Context: an optimization exercise on an open-source flow, tuned for small area, a short achievable clock period and few clock cycles. The choices shown serve that exercise and are no tape-out recipe.
Where RTL was checked, it was by simulation tests only, not by an equivalence proof against the original.
Power is estimated from default activity; no workload was simulated.

main:
==> module pe_rd_bit, before the edit <==
module pe_rd_bit (input wire [7:0] a, input wire v, output wire y);
    assign y = v & (a == 8'd30);
endmodule
==> module processing_element_avalon_interface, before the edit <==
module processing_element_avalon_interface (
    input csi_clockreset_clk,
    input csi_clockreset_reset_n,
    input [7:0] avs_s1_address,
    input avs_s1_read,
    input avs_s1_write,
    input [31:0] avs_s1_writedata,
    output reg [31:0] avs_s1_readdata
);
    wire clk = csi_clockreset_clk;
    wire rst = ~csi_clockreset_reset_n;
    wire [7:0] a = avs_s1_address;
    reg       wr_v;
    reg [4:0] wr_a;
    reg [7:0] wr_d;
    always @(posedge clk) begin
        wr_v <= ~rst & avs_s1_write & (a < 8'd18);
        wr_a <= a[4:0];
        wr_d <= avs_s1_writedata[7:0];
    end
    reg [7:0] img [0:8];
    reg [7:0] filt [0:8];
    reg start;
    wire [7:0] din = rst ? 8'd0 : wr_d;
    wire live = wr_v;
    wire [8:0] sel_x, sel_w;
    reg  [7:0] xs, ws;
    integer k;
    genvar i;
    generate
        for (i = 0; i < 9; i = i + 1) begin : g_op
            assign sel_x[i] = live & (wr_a == i);
            assign sel_w[i] = live & (wr_a == i + 9);
            always @(posedge clk)
                if (rst | sel_x[i]) img[i] <= din;
            always @(posedge clk)
                if (rst | sel_w[i]) filt[i] <= din;
        end
    endgenerate
    always @(*) begin
        xs = 8'd0;
        ws = 8'd0;
        for (k = 0; k < 9; k = k + 1) begin
            if (sel_x[k] | sel_w[k]) begin
                xs = xs | img[k];
                ws = ws | filt[k];
            end
        end
    end
    wire is_x = |sel_x;
    wire [7:0] old_v   = is_x ? xs : ws;
    wire [7:0] other_v = is_x ? ws : xs;
    wire [8:0] delta = {wr_d[7], wr_d} - {old_v[7], old_v};
    always @(posedge clk)
        if (rst) start <= 1'b0;
        else if (avs_s1_write & (a == 8'd18)) start <= avs_s1_writedata[0];
    reg [8:0] d_q;
    reg [7:0] o_q;
    reg [18:0] acc;
    wire [18:0] sum;
    always @(posedge clk) begin
        d_q <= delta;
        o_q <= other_v & {8{~rst}};
    end
    pe_mac_tree mac (
        .d(d_q),
        .o(o_q),
        .acc(acc),
        .sum(sum)
    );
    always @(posedge clk)
        if (rst) acc <= 19'd0;
        else acc <= sum;
    wire [31:0] result = {{13{acc[18]}}, acc};
    wire [18:0] rd_sum;
    genvar b;
    generate
        for (b = 0; b < 19; b = b + 1) begin : g_rd
            pe_rd_bit rd (.a(a), .v(acc[b]), .y(rd_sum[b]));
        end
    endgenerate
    wire rd_done = (a == 8'd31) & start;
    always @(*)
        avs_s1_readdata = {{13{rd_sum[18]}}, rd_sum[18:1], rd_sum[0] | rd_done};
endmodule
clock: 12.5 ns
lec_check: 0
cap_margin: 20
core_margin: 2
core_utilization: 40
slew_margin: 20
synth_hierarchical: 1
synth_minimum_keep_size: 0
standard.sh (not shown) runs the stock make flow with config.mk's settings and CLKGATE_MAP_FILE= SYNTH_SCRIPT=/design/flow/synth_recipe.tcl, a recipe that flattens the netlist after the stock synthesis.
==> flow/flow/run.sh <==
#!/bin/bash
# Standard ORFS layout, with repair_timing asked to leave extra setup slack so
# that the fixed input/output paths are built fast. The SDC is the standard flow's own.
set -euo pipefail
bash standard.sh SETUP_SLACK_MARGIN=7 MATCH_CELL_FOOTPRINT=0 \
  "BUFFER_PORTS_ARGS=-buffer_cell sky130_fd_sc_hd__buf_2" finish > standard_flow.log 2>&1
The inputs of the feature branch differ from those of main as listed below.
-- flow/design.v --
<<< main, line 292
    assign {co, s} = a + b;
endmodule
module pe_rd_bit (input wire [7:0] a, input wire v, output wire y);
    assign y = v & (a == 8'd30);
endmodule
module processing_element_avalon_interface (
>>> the feature branch, line 292
    assign {co, s} = a + b;
endmodule
module pe_mux9 (input wire [8:0] s, input wire [8:0] d, output wire y);
    wire [2:0] n;
    pe_aoi222 g0 (.a1(s[0]), .a2(d[0]), .b1(s[1]), .b2(d[1]), .c1(s[2]), .c2(d[2]), .y(n[0]));
    pe_aoi222 g1 (.a1(s[3]), .a2(d[3]), .b1(s[4]), .b2(d[4]), .c1(s[5]), .c2(d[5]), .y(n[1]));
    pe_aoi222 g2 (.a1(s[6]), .a2(d[6]), .b1(s[7]), .b2(d[7]), .c1(s[8]), .c2(d[8]), .y(n[2]));
    assign y = ~&n;
endmodule
module pe_aoi222 (
    input wire a1, input wire a2, input wire b1, input wire b2,
    input wire c1, input wire c2, output wire y
);
    assign y = ~((a1 & a2) | (b1 & b2) | (c1 & c2));
endmodule
module processing_element_avalon_interface (
<<< main, line 321
    wire live = wr_v;
    wire [8:0] sel_x, sel_w;
    reg  [7:0] xs, ws;
    integer k;
    genvar i;
    generate
>>> the feature branch, line 331
    wire live = wr_v;
    wire [8:0] sel_x, sel_w;
    genvar i;
    generate
<<< main, line 334
        end
    endgenerate
    always @(*) begin
        xs = 8'd0;
        ws = 8'd0;
        for (k = 0; k < 9; k = k + 1) begin
            if (sel_x[k] | sel_w[k]) begin
                xs = xs | img[k];
                ws = ws | filt[k];
            end
        end
    end
    wire is_x = |sel_x;
    wire [7:0] old_v   = is_x ? xs : ws;
>>> the feature branch, line 342
        end
    endgenerate
    wire [8:0] sel = sel_x | sel_w;
    wire [7:0] xs, ws;
    generate
        for (i = 0; i < 8; i = i + 1) begin : g_mux
            pe_mux9 mx (
                .s(sel),
                .d({img[8][i], img[7][i], img[6][i], img[5][i], img[4][i],
                    img[3][i], img[2][i], img[1][i], img[0][i]}),
                .y(xs[i])
            );
            pe_mux9 mw (
                .s(sel),
                .d({filt[8][i], filt[7][i], filt[6][i], filt[5][i], filt[4][i],
                    filt[3][i], filt[2][i], filt[1][i], filt[0][i]}),
                .y(ws[i])
            );
        end
    endgenerate
    wire is_x = |sel_x;
    wire [7:0] old_v   = is_x ? xs : ws;
<<< main, line 369
        else acc <= sum;
    wire [31:0] result = {{13{acc[18]}}, acc};
    wire [18:0] rd_sum;
    genvar b;
    generate
        for (b = 0; b < 19; b = b + 1) begin : g_rd
            pe_rd_bit rd (.a(a), .v(acc[b]), .y(rd_sum[b]));
        end
    endgenerate
    wire rd_done = (a == 8'd31) & start;
    always @(*)
        avs_s1_readdata = {{13{rd_sum[18]}}, rd_sum[18:1], rd_sum[0] | rd_done};
endmodule
>>> the feature branch, line 385
        else acc <= sum;
    wire [31:0] result = {{13{acc[18]}}, acc};
    always @(*) begin
        case (a)
            8'd30: avs_s1_readdata = result;
            8'd31: avs_s1_readdata = {31'd0, start};
            default: avs_s1_readdata = 32'd0;
        endcase
    end
endmodule
Notes after the runs:
- Looking at post-CTS setup buffer count, the feature branch sits 4 above main.
- main and the feature branch ended up with nearly the same power.
- When the final numbers for main and the feature branch were put side by side, the share of the core filled with cells turned out to be greater in main.
- Count of flip-flops with a built-in enable after synthesis: the feature branch vs main identical
- main → the feature branch: fraction of the mapped netlist area in simple logic gates went down, final cell count went down 81.
- Changes observed in the feature branch relative to main: final area fell by 7.2%, minimum clock period rose by 260 ps, part of the cycle the worst path needs moved up, final wirelength decreased about 12%.
- Summary of the feature branch over main: power per cell area went up by 7.8%, count of inverters other than clock inverters in the layout decreased by 1 relative to the old numbers.
Testbench counts of the feature branch, summed over its fixed seeds: cycles 36,800.
Function not checked in main: the RTL went through the layout flow alone.

static timing again, ports no longer ideal:
Ports are ideal in the flow. The routed layouts listed here were re-timed in OpenROAD.
Step 1 (the two cells are an assumption about what drives the block):
set clk [get_ports {csi_clockreset_clk}]
set_driving_cell -lib_cell sky130_fd_sc_hd__clkbuf_16 $clk
set_driving_cell -lib_cell sky130_fd_sc_hd__buf_2 [delete_from_list [all_inputs] $clk]
Step 2, shift: input delay + t, output delay - t, t = (earliest + latest rising clock arrival at the registers) / 2. This alone moves slack from input paths to output paths.
Three values: ideal ports, drivers, drivers and shift; two values: the first two.
run	t, ns	slack for setup (ns)	worst slew at a driven data input, ns	cell pins on the clock port's net
main	0.472	6.601 / 6.471 / 6.471	0.21	1
the feature branch	0.468	6.345 / 6.308 / 6.308	0.05	1
After both steps setup and hold are still met in every run listed. For main, which loses most, drivers alone change the setup slack by -0.130 ns; drivers and shift together by -0.130 ns.
